Background: an optimization exercise with open tools, aiming at a short achievable clock period and few clock cycles. Do not read the settings as production practice. RTL that was checked went through simulation tests only; none was proved equivalent to the original.

Design PMIPSL0, start of the top module:
module PMIPSL0(
	imemaddr,	 
	dmemaddr,	 
	dmemwdata,	 
	dmemwrite,	 
	dmemread,	 
	clock,
	imemrdata,	 
	dmemrdata,	 
	reset		 
	);
output [15:0] imemaddr;
output [15:0] dmemaddr;
output [15:0] dmemwdata;
output dmemwrite;
output dmemread;
input [16:0] imemrdata;
input [15:0] dmemrdata;
input clock;
input reset;
parameter NB = 2;	 
localparam NBW = 1;	 
integer i;
function [15:0] ksadd;
	input [15:0] a;
	input [15:0] b;
	input cin;
	reg [15:0] g, p, gg, pp, g2, p2;
	integer k, d;
	begin
		g = a & b;
		p = a ^ b;
		gg = g;
		pp = p;
		gg[0] = g[0] | (p[0] & cin);
		for (d = 1; d < 16; d = d * 2) begin
			g2 = gg;
			p2 = pp;
			for (k = d; k < 16; k = k + 1) begin
				g2[k] = gg[k] | (pp[k] & gg[k-d]);
				p2[k] = pp[k] & pp[k-d];
			end
			gg = g2;
			pp = p2;
		end
		ksadd = p ^ {gg[14:0], cin};
	end
endfunction
function [15:1] inc15;
	input [15:1] a;
	reg [15:1] c;
	integer k;
	begin
		c[1] = 1'b1;
		for (k = 2; k < 16; k = k + 1) c[k] = c[k-1] & a[k-1];
		inc15 = a ^ c;
	end
endfunction
function [8:0] ksadd8;
	input [7:0] a;
	input [7:0] b;
	reg [7:0] g, p, gg, pp, g2, p2;
	integer k, d;
	begin
		g = a & b;
		p = a ^ b;
		gg = g;
		pp = p;
		for (d = 1; d < 8; d = d * 2) begin
			g2 = gg;
			p2 = pp;
			for (k = d; k < 8; k = k + 1) begin
				g2[k] = gg[k] | (pp[k] & gg[k-d]);
				p2[k] = pp[k] & pp[k-d];
			end
			gg = g2;
			pp = p2;
		end
		ksadd8 = {gg[7], p ^ {gg[6:0], 1'b0}};
	end
endfunction
function [7:1] onehot;
	input [2:0] r;
	integer k;
	begin
		for (k = 1; k < 8; k = k + 1) onehot[k] = (r == k);
	end
endfunction
reg [15:1] pc_o;
reg [15:1] pc_n;
wire [15:1] pc = ~pc_n;
reg        id_valid;
reg [16:0] id_ins;
reg [15:1] id_pc;
reg [15:1] id_pc2;
reg        id_ubeq;	 
reg        id_cbeq;	 
reg [7:1]  id_rs1h, id_rt1h;
reg        id_pred;		 
reg [6:0]  id_pimm;		 
reg        ex_bad;		 
reg        ex_rw;		 
reg        ex_load;
reg        ex_store;
reg [2:0]  ex_dest;
reg        ex_cbeq;		 
reg [15:1] ex_tgt;
reg [15:0] ex_a, ex_b, ex_sd;
reg        ex_sel_sum, ex_sel_diff, ex_sel_slt, ex_sel_and;
reg        m_rw;
reg        m_read;
  ...
Size in the first run: roughly 430 flip-flops, about 20000 um^2 of cells after synthesis.
Settings: LEC_CHECK=0, ABC_CLOCK_PERIOD_IN_PS=2000, CAP_MARGIN=20, CORE_MARGIN=2, CORE_UTILIZATION=40, PLACE_DENSITY=0.6, SLEW_MARGIN=20, TNS_END_PERCENT=100; clock period 8.0 ns.
standard.sh (not shown) runs the stock make flow with config.mk's settings and CLKGATE_MAP_FILE= SYNTH_SCRIPT=/design/flow/synth_recipe.tcl, a recipe that flattens the netlist after the stock synthesis.
==> flow/flow/run.sh <==
#!/bin/bash
# Standard ORFS layout (the standard.sh) with two changes to how it is
# made, none to the constraints (the SDC is the standard flow's, unchanged):
#  - timing repair aims below the real clock period (a larger setup margin);
#  - slow wide OR/NOR cells, and the adder and majority cells, are added to
#    the platform's don't-use list, so synthesis and repair build that logic
#    (adders included) from faster gates.
set -euo pipefail
PLATFORM_DONT_USE="sky130_fd_sc_hd__probe_p_8 sky130_fd_sc_hd__probec_p_8
 sky130_fd_sc_hd__lpflow_bleeder_1
 sky130_fd_sc_hd__lpflow_clkbufkapwr_1 sky130_fd_sc_hd__lpflow_clkbufkapwr_16
 sky130_fd_sc_hd__lpflow_clkbufkapwr_2 sky130_fd_sc_hd__lpflow_clkbufkapwr_4
 sky130_fd_sc_hd__lpflow_clkbufkapwr_8
 sky130_fd_sc_hd__lpflow_clkinvkapwr_1 sky130_fd_sc_hd__lpflow_clkinvkapwr_16
 sky130_fd_sc_hd__lpflow_clkinvkapwr_2 sky130_fd_sc_hd__lpflow_clkinvkapwr_4
 sky130_fd_sc_hd__lpflow_clkinvkapwr_8
 sky130_fd_sc_hd__lpflow_decapkapwr_12 sky130_fd_sc_hd__lpflow_decapkapwr_3
 sky130_fd_sc_hd__lpflow_decapkapwr_4 sky130_fd_sc_hd__lpflow_decapkapwr_6
 sky130_fd_sc_hd__lpflow_decapkapwr_8
 sky130_fd_sc_hd__lpflow_inputiso0n_1 sky130_fd_sc_hd__lpflow_inputiso0p_1
 sky130_fd_sc_hd__lpflow_inputiso1n_1 sky130_fd_sc_hd__lpflow_inputiso1p_1
 sky130_fd_sc_hd__lpflow_inputisolatch_1
 sky130_fd_sc_hd__lpflow_isobufsrc_1 sky130_fd_sc_hd__lpflow_isobufsrc_16
 sky130_fd_sc_hd__lpflow_isobufsrc_2 sky130_fd_sc_hd__lpflow_isobufsrc_4
 sky130_fd_sc_hd__lpflow_isobufsrc_8 sky130_fd_sc_hd__lpflow_isobufsrckapwr_16
 sky130_fd_sc_hd__lpflow_lsbuf_lh_hl_isowell_tap_1
 sky130_fd_sc_hd__lpflow_lsbuf_lh_hl_isowell_tap_2
 sky130_fd_sc_hd__lpflow_lsbuf_lh_hl_isowell_tap_4
 sky130_fd_sc_hd__lpflow_lsbuf_lh_isowell_4
 sky130_fd_sc_hd__lpflow_lsbuf_lh_isowell_tap_1
 sky130_fd_sc_hd__lpflow_lsbuf_lh_isowell_tap_2
 sky130_fd_sc_hd__lpflow_lsbuf_lh_isowell_tap_4"
SLOW="sky130_fd_sc_hd__or4_1 sky130_fd_sc_hd__or4_2 sky130_fd_sc_hd__or4_4
 sky130_fd_sc_hd__or4b_1 sky130_fd_sc_hd__or4b_2 sky130_fd_sc_hd__or4b_4
 sky130_fd_sc_hd__or4bb_1 sky130_fd_sc_hd__or4bb_2 sky130_fd_sc_hd__or4bb_4
 sky130_fd_sc_hd__nor4_1 sky130_fd_sc_hd__nor4_2 sky130_fd_sc_hd__nor4_4
 sky130_fd_sc_hd__nor4b_1 sky130_fd_sc_hd__nor4b_2 sky130_fd_sc_hd__nor4b_4
 sky130_fd_sc_hd__nor4bb_1 sky130_fd_sc_hd__nor4bb_2 sky130_fd_sc_hd__nor4bb_4
 sky130_fd_sc_hd__o41a_1 sky130_fd_sc_hd__o41a_2 sky130_fd_sc_hd__o41a_4
 sky130_fd_sc_hd__o41ai_1 sky130_fd_sc_hd__o41ai_2 sky130_fd_sc_hd__o41ai_4
 sky130_fd_sc_hd__fa_1 sky130_fd_sc_hd__fa_2 sky130_fd_sc_hd__fa_4
 sky130_fd_sc_hd__ha_1 sky130_fd_sc_hd__ha_2 sky130_fd_sc_hd__ha_4
 sky130_fd_sc_hd__maj3_1 sky130_fd_sc_hd__maj3_2 sky130_fd_sc_hd__maj3_4"
DONT_USE=$(echo $PLATFORM_DONT_USE $SLOW)
bash standard.sh SETUP_SLACK_MARGIN=5.6 TNS_END_PERCENT=100 \
  "DONT_USE_CELLS=$DONT_USE" finish > standard_flow.log 2>&1
The starting point produced a clean layout.
Testbench counts at the start, summed over its fixed seeds: cycles 110,368.
Change:
--- a/flow/design.v
+++ b/flow/design.v
@@ -96,12 +96,14 @@
 reg        id_ubeq;	 
 reg        id_cbeq;	 
 reg [7:1]  id_rs1h, id_rt1h;
 reg        id_pred;		 
 reg [6:0]  id_pimm;		 
 reg        ex_bad;		 
+reg        ex_sdld;		 
+reg [15:8] id_hip, id_him;	 
 reg        ex_rw;		 
 reg        ex_load;
 reg        ex_store;
 reg [2:0]  ex_dest;
 reg        ex_cbeq;		 
 reg [15:1] ex_tgt;
@@ -141,19 +143,18 @@
 wire [2:0] d_dest = d_rtype ? rd : rt;
 wire d_rw = (d_rtype | d_lw | d_addi | d_andi) & (d_dest != 3'd0);
 wire d_imm = d_lw | d_sw | d_addi | d_andi;
 wire [8:0] id_bsum = {1'b0, id_pc2[7:1]} + {2'b0, id_ins[6:0]};
 wire [7:0] id_blo = id_bsum[7:0];
 wire [15:8] id_phi = id_pc2[15:8];
-wire [15:8] id_hip = id_phi + 8'd1;
-wire [15:8] id_him = id_phi - 8'd1;
 wire [15:8] id_bhi = id_ins[6] ? (id_blo[7] ? id_phi : id_him)
                                : (id_blo[7] ? id_hip : id_phi);
 wire [15:1] id_btgt = {id_bhi, id_blo[6:0]};
 reg stall_r;
 wire stall = id_valid & stall_r;
+reg sdld_r;
 wire [15:0] A = ex_a;
 wire [15:0] B = ex_b;
 wire [15:0] sum  = ksadd(A, B, 1'b0);
 wire [15:0] diff = ksadd(A, ~B, 1'b1);
 wire [15:0] andv = A & B;
 wire [15:0] sltv = {15'd0, diff[15]};
@@ -228,20 +229,22 @@
 wire [3:0] f_op = imemrdata[16:13];
 wire f_j = f_op[3] & ~f_op[2] & ~(f_op[1] & f_op[0]);	 
 wire f_beq = (f_op == 4'd5);
 wire f_same = (imemrdata[12:10] == imemrdata[9:7]);
 wire [15:1] f_jtgt = {1'b0, pc2[15:14], imemrdata[11:0]};
 wire f_pred = btb_hit & ~f_j;
-wire id_redir0 = id_valid & ~stall & (id_ubeq ^ id_pred);
-wire [15:1] pc_rest = id_redir0 ? (id_ubeq ? id_btgt : id_pc2)
-                    : stall ? pc
-                    : f_j ? f_jtgt
-                    : btb_hit ? btb_target
-                    : pc2;
-wire e_take = id_valid & ~stall & e_taken;
-wire [15:1] pc_next = ex_redirect ? ex_tgt : (e_take ? id_btgt : pc_rest);
+wire s_ex   = ex_redirect;
+wire s_id   = ~s_ex & id_redirect;
+wire s_hold = ~s_ex & ~id_redirect & stall;
+wire s_f    = ~s_ex & ~id_redirect & ~stall;
+wire [15:1] pc_next = ({15{s_ex}} & ex_tgt)
+                    | ({15{s_id}} & id_rtgt)
+                    | ({15{s_hold}} & pc)
+                    | ({15{s_f & f_j}} & f_jtgt)
+                    | ({15{s_f & ~f_j & btb_hit}} & btb_target)
+                    | ({15{s_f & ~f_j & ~btb_hit}} & pc2);
 always @(posedge clock)
 	if (reset) begin
 		pc_o <= 15'd0;
 		pc_n <= 15'h7fff;
 	end else begin
 		pc_o <= pc_next;
@@ -259,39 +262,48 @@
 		id_ubeq <= f_beq & f_same;
 		id_cbeq <= f_beq & ~f_same;
 		id_rs1h <= onehot(imemrdata[12:10]);
 		id_rt1h <= onehot(imemrdata[9:7]);
 		id_pred <= f_pred;
 		id_pimm <= btb_pimm;
+		id_hip <= pc2[15:8] + 8'd1;
+		id_him <= pc2[15:8] - 8'd1;
 	end
 wire id_go = id_valid & ~stall & ~ex_redirect;
 wire [2:0] f_rs = imemrdata[12:10];
 wire [2:0] f_rt = imemrdata[9:7];
 wire f_rtype = (f_op == 4'd0) | (f_op == 4'd1) | (f_op == 4'd2);
 wire f_use_rs = ~f_op[3] & ~(f_beq & f_same);
-wire f_use_rt = f_rtype | (f_op == 4'd4) | (f_beq & ~f_same);
+wire f_use_rt = f_rtype | (f_beq & ~f_same);
 wire f_rs0 = (f_rs == 3'd0);
 wire f_rt0 = (f_rt == 3'd0);
 wire f_ecand = f_beq & (f_rs0 ^ f_rt0);
 wire [2:0] f_er = f_rs0 ? f_rt : f_rs;
 always @(posedge clock)
 	if (reset) e_fwd <= 1'b0;
 	else e_fwd <= id_go & d_rw & ~d_lw & f_ecand & (f_er == d_dest);
 always @(posedge clock)
-	if (reset) stall_r <= 1'b0;
-	else stall_r <= id_go & d_lw & d_rw &
-		((f_use_rs & (f_rs == d_dest)) | (f_use_rt & (f_rt == d_dest)));
+	if (reset) begin
+		stall_r <= 1'b0;
+		sdld_r <= 1'b0;
+	end else begin
+		stall_r <= id_go & d_lw & d_rw &
+			((f_use_rs & (f_rs == d_dest)) | (f_use_rt & (f_rt == d_dest)));
+		sdld_r <= id_go & d_lw & d_rw & (f_op == 4'd4) & (f_rt == d_dest);
+	end
 always @(posedge clock)
 	if (reset | ~id_go) begin
 		ex_bad <= 1'b0;
+		ex_sdld <= 1'b0;
 		ex_rw <= 1'b0;
 		ex_load <= 1'b0;
 		ex_store <= 1'b0;
 		ex_cbeq <= 1'b0;
 	end else begin
 		ex_bad <= id_pred & id_ubeq & (id_pimm != id_ins[6:0]);
+		ex_sdld <= sdld_r;
 		ex_rw <= d_rw;
 		ex_load <= d_lw;
 		ex_store <= d_sw;
 		ex_cbeq <= id_cbeq & ~e_ok;
 	end
 always @(posedge clock) begin
@@ -318,13 +330,13 @@
 		m_store <= ex_store;
 	end
 always @(posedge clock) begin
 	m_dest <= ex_dest;
 	m_addr <= alu;
 	m_res_n <= ~alu;
-	m_sd <= ex_sd;
+	m_sd <= ex_sdld ? dmemrdata : ex_sd;
 end
 assign dmemaddr = m_addr;
 assign dmemwdata = m_sd;
 assign dmemwrite = m_store;
 assign dmemread = m_read;
 endmodule
The changed run produced a clean layout.
Register-to-register slack got worse by 0.30 ns.
Wire length goes up by 0.78%.
Via count barely changes.
Die area goes up by 1.9%.
First-iteration DRC count goes up by 22%.
Function not checked in the second run of this note: the RTL went through the layout flow alone.

-- afterwards: timing with drivers on the ports --
In the flow no input, the clock included, has a driving cell. The finished layouts below were timed again as built, in two steps. Step 1 sets driving cells, clkbuf_16 on the clock port and buf_2 on the other inputs (assumed; they add their load-dependent delay and slew). Step 2 times the ports against the registers' clock, not the clock port: input delays grow and output delays shrink by t, the midpoint of the rising clock arrivals with the driver on. Three values: ideal ports, drivers, drivers and shift; two values: the first two.
| run | shift t [ns] | setup WS [ns] | clock arrival spread, ns | worst register clock-pin slew, ns |
|---|---|---|---|---|
| the first run | 0.631 | 5.318 / 5.283 / 4.711 | 0.013 / 0.013 | 0.07 / 0.07 |
| the second run | 0.651 | 5.045 / 5.045 / 4.617 | 0.039 / 0.038 | 0.07 / 0.07 |
After both steps setup and hold are still met in every run listed. The setup slack of the first run, which loses most, moves by -0.035 ns with the drivers and by -0.607 ns with both steps.
